From an optimization exercise on the open Yosys and OpenROAD flow, aimed at small area, a short achievable clock period and few clock cycles per item; shortcuts taken in it are not production practice. RTL that was checked went through simulation tests only; none was proved equivalent to the original. Power is estimated from default activity; no workload was simulated.

Setup of JK:
Design mm_top, start of the top module:
module mm_top(
    input  logic       clk,
    input  logic       rst,
    input  logic       read,
    input  logic       start,
    input  logic [7:0] in_data,
    input  logic [2:0] ram_slot,
    output logic       finish,
    output logic [8:0] out_data
);
Size in the first run: roughly 6800 cells after synthesis, about 2200 flip-flops, roughly 67000 µm² of cells after synthesis.
Settings: LEC_CHECK=0, ABC_AREA=1, CAP_MARGIN=20, CORE_MARGIN=2, CORE_UTILIZATION=40, SLEW_MARGIN=20; clock period 10.0 ns.
standard.sh (not shown) runs the stock make flow with config.mk's settings and CLKGATE_MAP_FILE= SYNTH_SCRIPT=/design/flow/synth_recipe.tcl, a recipe that flattens the netlist after the stock synthesis.
==> flow/flow/run.sh <==
#!/bin/bash
set -euo pipefail
bash standard.sh SETUP_SLACK_MARGIN=6.8 "CTS_ARGS=-sink_clustering_enable -repair_clock_nets -dont_use_dummy_load -sink_clustering_size 24 -sink_clustering_max_diameter 100" "BUFFER_PORTS_ARGS=-buffer_cell sky130_fd_sc_hd__buf_2" finish > standard_flow.log 2>&1
Inputs modified between JK and MS:
-- flow/design.v --
<<< JK, line 54
    logic [2:0] d1, d2;
    logic [7:0] hs_q;        
    logic       first_q;     
    logic [7:0] we_q;        
    always_ff @(posedge clk) begin
>>> MS, line 54
    logic [2:0] d1, d2;
    logic [7:0] hs_q;        
    logic [7:0] we_q;        
    always_ff @(posedge clk) begin
<<< JK, line 64
        n2 <= n1;
        d2 <= d1;
        hs_q <= 8'd1 << (v1 ? d1 : slot_q);
        first_q <= v1 && n1[4:2] == 3'd0;
        for (int x = 0; x < 8; x++) we_q[x] <= v1 && (d1 == 3'(x));
    end
>>> MS, line 63
        n2 <= n1;
        d2 <= d1;
        hs_q <= 8'd1 << ((!rst && (cmd_c || state == COMP)) ? (idle ? ram_slot : slot_q) : slot_q);
        for (int x = 0; x < 8; x++) we_q[x] <= v1 && (d1 == 3'(x));
    end
<<< JK, line 102
    logic [1:0]    bases [0:7];
    logic [8:0]    sp_out [0:7];
    logic [RW-1:0] head;
    always_comb begin
        head = '0;
        for (int x = 0; x < 8; x++) head = head | (hs_q[x] ? nheads[x] : '0);
    end
    wire [RW-1:0] ah = first_q ? '0 : head;
    wire [W0-1:0] s0 = ah[O1-1:0]  + W0'(p0);
    wire [W1-1:0] s1 = ah[O2-1:O1] + W1'(p1);
>>> MS, line 100
    logic [1:0]    bases [0:7];
    logic [8:0]    sp_out [0:7];
    logic [RW-1:0] head_q;
    logic [RW-1:0] nhead;
    always_comb begin
        nhead = '0;
        for (int x = 0; x < 8; x++) nhead = nhead | (hs_q[x] ? nheads[x] : '0);
    end
    always_ff @(posedge clk) head_q <= (v1 && n1[4:2] == 3'd0) ? '0 : nhead;
    wire  [RW-1:0] head = head_q;
    wire [RW-1:0] ah = head;
    wire [W0-1:0] s0 = ah[O1-1:0]  + W0'(p0);
    wire [W1-1:0] s1 = ah[O2-1:O1] + W1'(p1);
<<< JK, line 134
            pos <= base + i_n - g - 2'd1;
        end
        assign nheads[x] = ring0;
        assign bases[x] = base;
        logic [16:0] c0;
>>> MS, line 135
            pos <= base + i_n - g - 2'd1;
        end
        assign nheads[x] = ring1;
        assign bases[x] = base;
        logic [16:0] c0;
--- outcome ---
- Diff JK -> MS: net count reported at finish lower; maximum frequency higher; count of instances resized after the clock tree is built lower.
- The relative contribution of the clock network to total power number comes out lower for JK vs MS.
- JK leaves less setup margin than MS.
- Relative to JK, count of buffers not belonging to the clock network in the layout decreased by 66% in MS.
- Compared to JK, MS has routed length on met2 about 2% lower.
- Timing, DRC, antenna: 0 failures across MS and JK
- Uppermost layer routed = met4: JK; uppermost layer routed = met5: MS
- Delta (MS minus JK): total vias in the final route went down; cell area after synthesis picked up an extra 1000 µm²; total routed wire length on the met1 layer decreased 2.7%.
- JK ended up with more cell instances than MS did.
Testbench counts of MS, summed over its fixed seeds: cycles 12,480, items 192.
Only the layout flow was run in JK; the RTL was not checked for function there.

* * *

Another version of the RTL of mm_top (not shown whole).
For scale: roughly 5900 cells after synthesis, roughly 2200 flip-flops, about 25 I/O pins, about 73000 um^2 of cells after synthesis.
==> module mm_top, before the edit <==
module mm_top(
    input  logic       clk,
    input  logic       rst,
    input  logic       read,
    input  logic       start,
    input  logic [7:0] in_data,
    input  logic [2:0] ram_slot,
    output logic       finish,
    output logic [8:0] out_data
);
    localparam int W0 = 17, W1 = 17, W2 = 15, W3 = 13;
    localparam int RW = W0 + W1 + W2 + W3;   
    localparam int O1 = W0, O2 = W0 + W1, O3 = W0 + W1 + W2;
    typedef enum logic [1:0] {IDLE = 2'd0, COMP = 2'd1, READ = 2'd2} state_t;
    state_t     state, state_n;
    logic [4:0] u, u_n;      
    logic [2:0] slot_q;      
    logic       fin_q;
    logic [1:0] g;           
    wire idle  = (state == IDLE);
    wire cmd_c = idle && start;
    wire cmd_r = idle && !start && read;
    always_comb begin
        state_n = state;
        u_n = u + 5'd1;
        case (state)
            IDLE: begin
                u_n = (cmd_c || cmd_r) ? 5'd1 : 5'd0;
                if (cmd_c) state_n = COMP;
                else if (cmd_r) state_n = READ;
            end
            COMP: if (u == 5'd31) state_n = IDLE;
            default: if (u == 5'd0) begin
                state_n = IDLE;
                u_n = 5'd0;
            end
        endcase
        if (rst) begin
            state_n = IDLE;
            u_n = 5'd0;
        end
    end
    always_ff @(posedge clk) begin
        g <= g + 2'd1;
        state <= state_n;
        u <= u_n;
        fin_q <= !rst && (state == COMP) && (u == 5'd30);
        if (idle) slot_q <= ram_slot;
    end
    assign finish = fin_q;
    logic [7:0] din_q;
    logic       v1, v2;
    logic [4:0] n1, n2;
    logic [2:0] d1, d2;
    logic [2:0] hs_q;        
    logic [7:0] we_q;        
    always_ff @(posedge clk) begin
        din_q <= in_data;
        v1 <= !rst && (cmd_c || state == COMP);
        n1 <= u;
        d1 <= idle ? ram_slot : slot_q;
        v2 <= v1;
        n2 <= n1;
        d2 <= d1;
        hs_q <= (!rst && (cmd_c || state == COMP)) ? (idle ? ram_slot : slot_q) : slot_q;
        for (int x = 0; x < 8; x++) we_q[x] <= v1 && (d1 == 3'(x));
    end
    function automatic logic [27:0] crow(input logic [2:0] k);
        case (k)
            3'd0: crow = {7'd1,  7'd18, 7'd8,   7'd3};
            3'd1: crow = {7'd10, 7'd40, 7'd125, 7'd22};
            3'd2: crow = {7'd4,  7'd3,  7'd2,   7'd121};
            3'd3: crow = {7'd0,  7'd2,  7'd4,   7'd127};
            3'd4: crow = {7'd2,  7'd16, 7'd120, 7'd8};
            3'd5: crow = {7'd12, 7'd9,  7'd6,   7'd3};
            3'd6: crow = {7'd1,  7'd1,  7'd1,   7'd1};
            default: crow = {7'd2, 7'd2, 7'd2,  7'd2};
        endcase
    endfunction
    wire [27:0] cr = crow(n1[4:2]);
    logic [14:0] p0, p1, p2, p3;
    always_ff @(posedge clk) begin
        p0 <= 15'(din_q) * 15'(cr[6:0]);
        p1 <= 15'(din_q) * 15'(cr[13:7]);
        p2 <= 15'(din_q) * 15'(cr[20:14]);
        p3 <= 15'(din_q) * 15'(cr[27:21]);
    end
    wire last2  = (n2[4:2] == 3'd7);
    logic [RW-1:0] nheads [0:7];
    logic [1:0]    bases [0:7];
    logic [8:0]    sp_out [0:7];
    logic [RW-1:0] head_q;
    always_ff @(posedge clk) head_q <= (v1 && n1[4:2] == 3'd0) ? '0 : nheads[hs_q];
    wire  [RW-1:0] head = head_q;
    wire [RW-1:0] ah = head;
    wire [W0-1:0] s0 = ah[O1-1:0]  + W0'(p0);
    wire [W1-1:0] s1 = ah[O2-1:O1] + W1'(p1);
    wire [W2-1:0] s2 = ah[O3-1:O2] + W2'(p2);
    wire [W3-1:0] s3 = ah[RW-1:O3] + W3'(p3);
    wire [RW-1:0] sum = {s3, s2, s1, s0};
    wire [4:0] u_p1 = u + 5'd1;
    wire       rd   = (state == READ);
    wire [1:0] i_n  = (rd && !rst) ? u_p1[2:1] : 2'd0;
    logic sp_use, sp_h;
    always_ff @(posedge clk) begin
        sp_use <= !(rd && !rst && u_p1[4:3] != 2'd0);
        sp_h   <= u_n[0];
    end
    for (genvar x = 0; x < 8; x++) begin : g_slot
        logic [RW-1:0] ring0, ring1, ring2, ring3;
        logic [1:0] base;    
        logic [1:0] pos;     
        wire we = we_q[x];
        always_ff @(posedge clk) begin
            ring0 <= ring1;
            ring1 <= ring2;
            ring2 <= ring3;
            ring3 <= we ? sum : ring0;
            if (we && last2 && n2[1:0] == 2'd0) base <= g;
            pos <= base + i_n - g - 2'd1;
        end
        assign nheads[x] = ring1;
        assign bases[x] = base;
        logic [16:0] c0;
        always_comb begin
            case (pos)
                2'd0: c0 = ring0[16:0];
                2'd1: c0 = ring1[16:0];
                2'd2: c0 = ring2[16:0];
                default: c0 = ring3[16:0];
            endcase
        end
        assign sp_out[x] = sp_h ? {1'b0, c0[16:9]} : c0[8:0];
    end
    wire [1:0] hrow_n = g + 2'd1 - bases[slot_q];
    wire [5:0] m_a = 6'((6'(u) + 6'd3) >> 1);
    wire [5:0] m_b = m_a + 6'd1;
    wire rd_n = rd;
    wire ok_a = rd_n && m_a >= 6'd4 && m_a <= 6'd15 && m_a[1:0] == hrow_n;
    wire ok_b = rd_n && m_b >= 6'd4 && m_b <= 6'd15 && m_b[1:0] == hrow_n;
    wire [5:0] m_f = ok_a ? m_a : m_b;
    logic f_en0, f_en1;
    logic [1:0] f_col;
    always_ff @(posedge clk) begin
        f_en0 <= (ok_a || ok_b) && !m_f[0];
        f_en1 <= (ok_a || ok_b) &&  m_f[0];
        f_col <= m_f[3:2];
    end
    logic [16:0] hcol;
    always_comb begin
        case (f_col)
            2'd0: hcol = head[O1-1:0];
            2'd1: hcol = head[O2-1:O1];
            2'd2: hcol = 17'(head[O3-1:O2]);
            default: hcol = 17'(head[RW-1:O3]);
        endcase
    end
    logic [16:0] hold0, hold1;
    logic [7:0]  hi_q;
    logic [8:0]  out_q;
    logic        o_par;
    always_ff @(posedge clk) o_par <= u_p1[1];
    wire  [16:0] hold_m = o_par ? hold1 : hold0;
    wire  [2:0]  rslot = idle ? ram_slot : slot_q;
    always_ff @(posedge clk) begin
        if (f_en0) hold0 <= hcol;
        if (f_en1) hold1 <= hcol;
        hi_q <= hold_m[16:9];
        if (sp_use)     out_q <= sp_out[rslot];
        else if (!sp_h) out_q <= hold_m[8:0];
        else            out_q <= {1'b0, hi_q};
    end
    assign out_data = out_q;
endmodule
clock: 10.0 ns
lec_check: 0
abc_clock_period_in_ps: 3000
cap_margin: 20
core_margin: 2
core_utilization: 40
setup_slack_margin: 5
slew_margin: 20
run.sh (not shown) runs the stock make flow with config.mk's settings and CLKGATE_MAP_FILE= SYNTH_SCRIPT=/design/flow/synth_recipe.tcl, a recipe that flattens the netlist after the stock synthesis.
Stock flow here: none of the scripts above is used.
The baseline passed the timing, DRC and antenna checks.
Rerun with:
--- a/flow/design.v
+++ b/flow/design.v
@@ -84,27 +84,25 @@
         p1 <= 15'(din_q) * 15'(cr[13:7]);
         p2 <= 15'(din_q) * 15'(cr[20:14]);
         p3 <= 15'(din_q) * 15'(cr[27:21]);
     end
+    wire first2 = (n2[4:2] == 3'd0);
     wire last2  = (n2[4:2] == 3'd7);
     logic [RW-1:0] nheads [0:7];
     logic [1:0]    bases [0:7];
     logic [8:0]    sp_out [0:7];
     logic [RW-1:0] head_q;
-    always_ff @(posedge clk) head_q <= (v1 && n1[4:2] == 3'd0) ? '0 : nheads[hs_q];
+    always_ff @(posedge clk) head_q <= nheads[hs_q];
     wire  [RW-1:0] head = head_q;
-    wire [RW-1:0] ah = head;
+    wire [RW-1:0] ah = first2 ? '0 : head;
     wire [W0-1:0] s0 = ah[O1-1:0]  + W0'(p0);
     wire [W1-1:0] s1 = ah[O2-1:O1] + W1'(p1);
     wire [W2-1:0] s2 = ah[O3-1:O2] + W2'(p2);
     wire [W3-1:0] s3 = ah[RW-1:O3] + W3'(p3);
     wire [RW-1:0] sum = {s3, s2, s1, s0};
-    wire [4:0] u_p1 = u + 5'd1;
-    wire       rd   = (state == READ);
-    wire [1:0] i_n  = (rd && !rst) ? u_p1[2:1] : 2'd0;
     logic sp_use, sp_h;
     always_ff @(posedge clk) begin
-        sp_use <= !(rd && !rst && u_p1[4:3] != 2'd0);
+        sp_use <= (u_n[4:3] == 2'd0);
         sp_h   <= u_n[0];
     end
     for (genvar x = 0; x < 8; x++) begin : g_slot
         logic [RW-1:0] ring0, ring1, ring2, ring3;
@@ -116,9 +114,9 @@
             ring1 <= ring2;
             ring2 <= ring3;
             ring3 <= we ? sum : ring0;
             if (we && last2 && n2[1:0] == 2'd0) base <= g;
-            pos <= base + i_n - g - 2'd1;
+            pos <= base + u_n[2:1] - g - 2'd1;
         end
         assign nheads[x] = ring1;
         assign bases[x] = base;
         logic [16:0] c0;
@@ -132,11 +130,11 @@
         end
         assign sp_out[x] = sp_h ? {1'b0, c0[16:9]} : c0[8:0];
     end
     wire [1:0] hrow_n = g + 2'd1 - bases[slot_q];
-    wire [5:0] m_a = 6'((6'(u) + 6'd3) >> 1);
+    wire [5:0] m_a = 6'((6'(u_n) + 6'd2) >> 1);
     wire [5:0] m_b = m_a + 6'd1;
-    wire rd_n = rd;
+    wire rd_n = (state_n == READ);
     wire ok_a = rd_n && m_a >= 6'd4 && m_a <= 6'd15 && m_a[1:0] == hrow_n;
     wire ok_b = rd_n && m_b >= 6'd4 && m_b <= 6'd15 && m_b[1:0] == hrow_n;
     wire [5:0] m_f = ok_a ? m_a : m_b;
     logic f_en0, f_en1;
@@ -158,9 +156,9 @@
     logic [16:0] hold0, hold1;
     logic [7:0]  hi_q;
     logic [8:0]  out_q;
     logic        o_par;
-    always_ff @(posedge clk) o_par <= u_p1[1];
+    always_ff @(posedge clk) o_par <= u_n[1];
     wire  [16:0] hold_m = o_par ? hold1 : hold0;
     wire  [2:0]  rslot = idle ? ram_slot : slot_q;
     always_ff @(posedge clk) begin
         if (f_en0) hold0 <= hcol;
- total power fell by 21%
- synthesized cell count fell by 9.1%
- clock-buffer cell count rose by 5
- combinational power fell by 65%
- cell area fell by 1.9%
- routed wire length fell by 6.8%
Function was not checked in any run of this note: the RTL went through the layout flow alone.

==> what the ideal ports hide <==
How much do the figures lean on ideal ports? The routed layouts below were timed once more, with nothing changed but the port constraints. Step 1 assumes that a clkbuf_16 drives the clock port and a buf_2 every other input. Step 2, shift: input delay + t, output delay - t, t = (earliest + latest rising clock arrival at the registers) / 2. This alone moves slack from input paths to output paths. a / b / c = ideal / step 1 / step 2; a / b = the first two.
run	shift t [ns]	setup WS [ns]	worst setup path at the end	clock arrival spread, ns	worst register clock-pin slew, ns
JK	0.780	6.635 / 6.612 / 6.039	input to register	0.137 / 0.138	0.10 / 0.10
MS	0.827	6.730 / 6.640 / 6.226	input to register	0.101 / 0.101	0.11 / 0.11
the first run of note 2	0.889	5.197 / 5.197 / 5.197	register to register	0.081 / 0.081	0.08 / 0.08
the second run of note 2	0.914	5.140 / 5.140 / 4.502	input to register	0.051 / 0.051	0.07 / 0.07
After both steps every run listed still meets setup and hold. The setup slack of the second run of note 2, which loses most, moves by 0.000 ns with the drivers and by -0.638 ns with both steps.
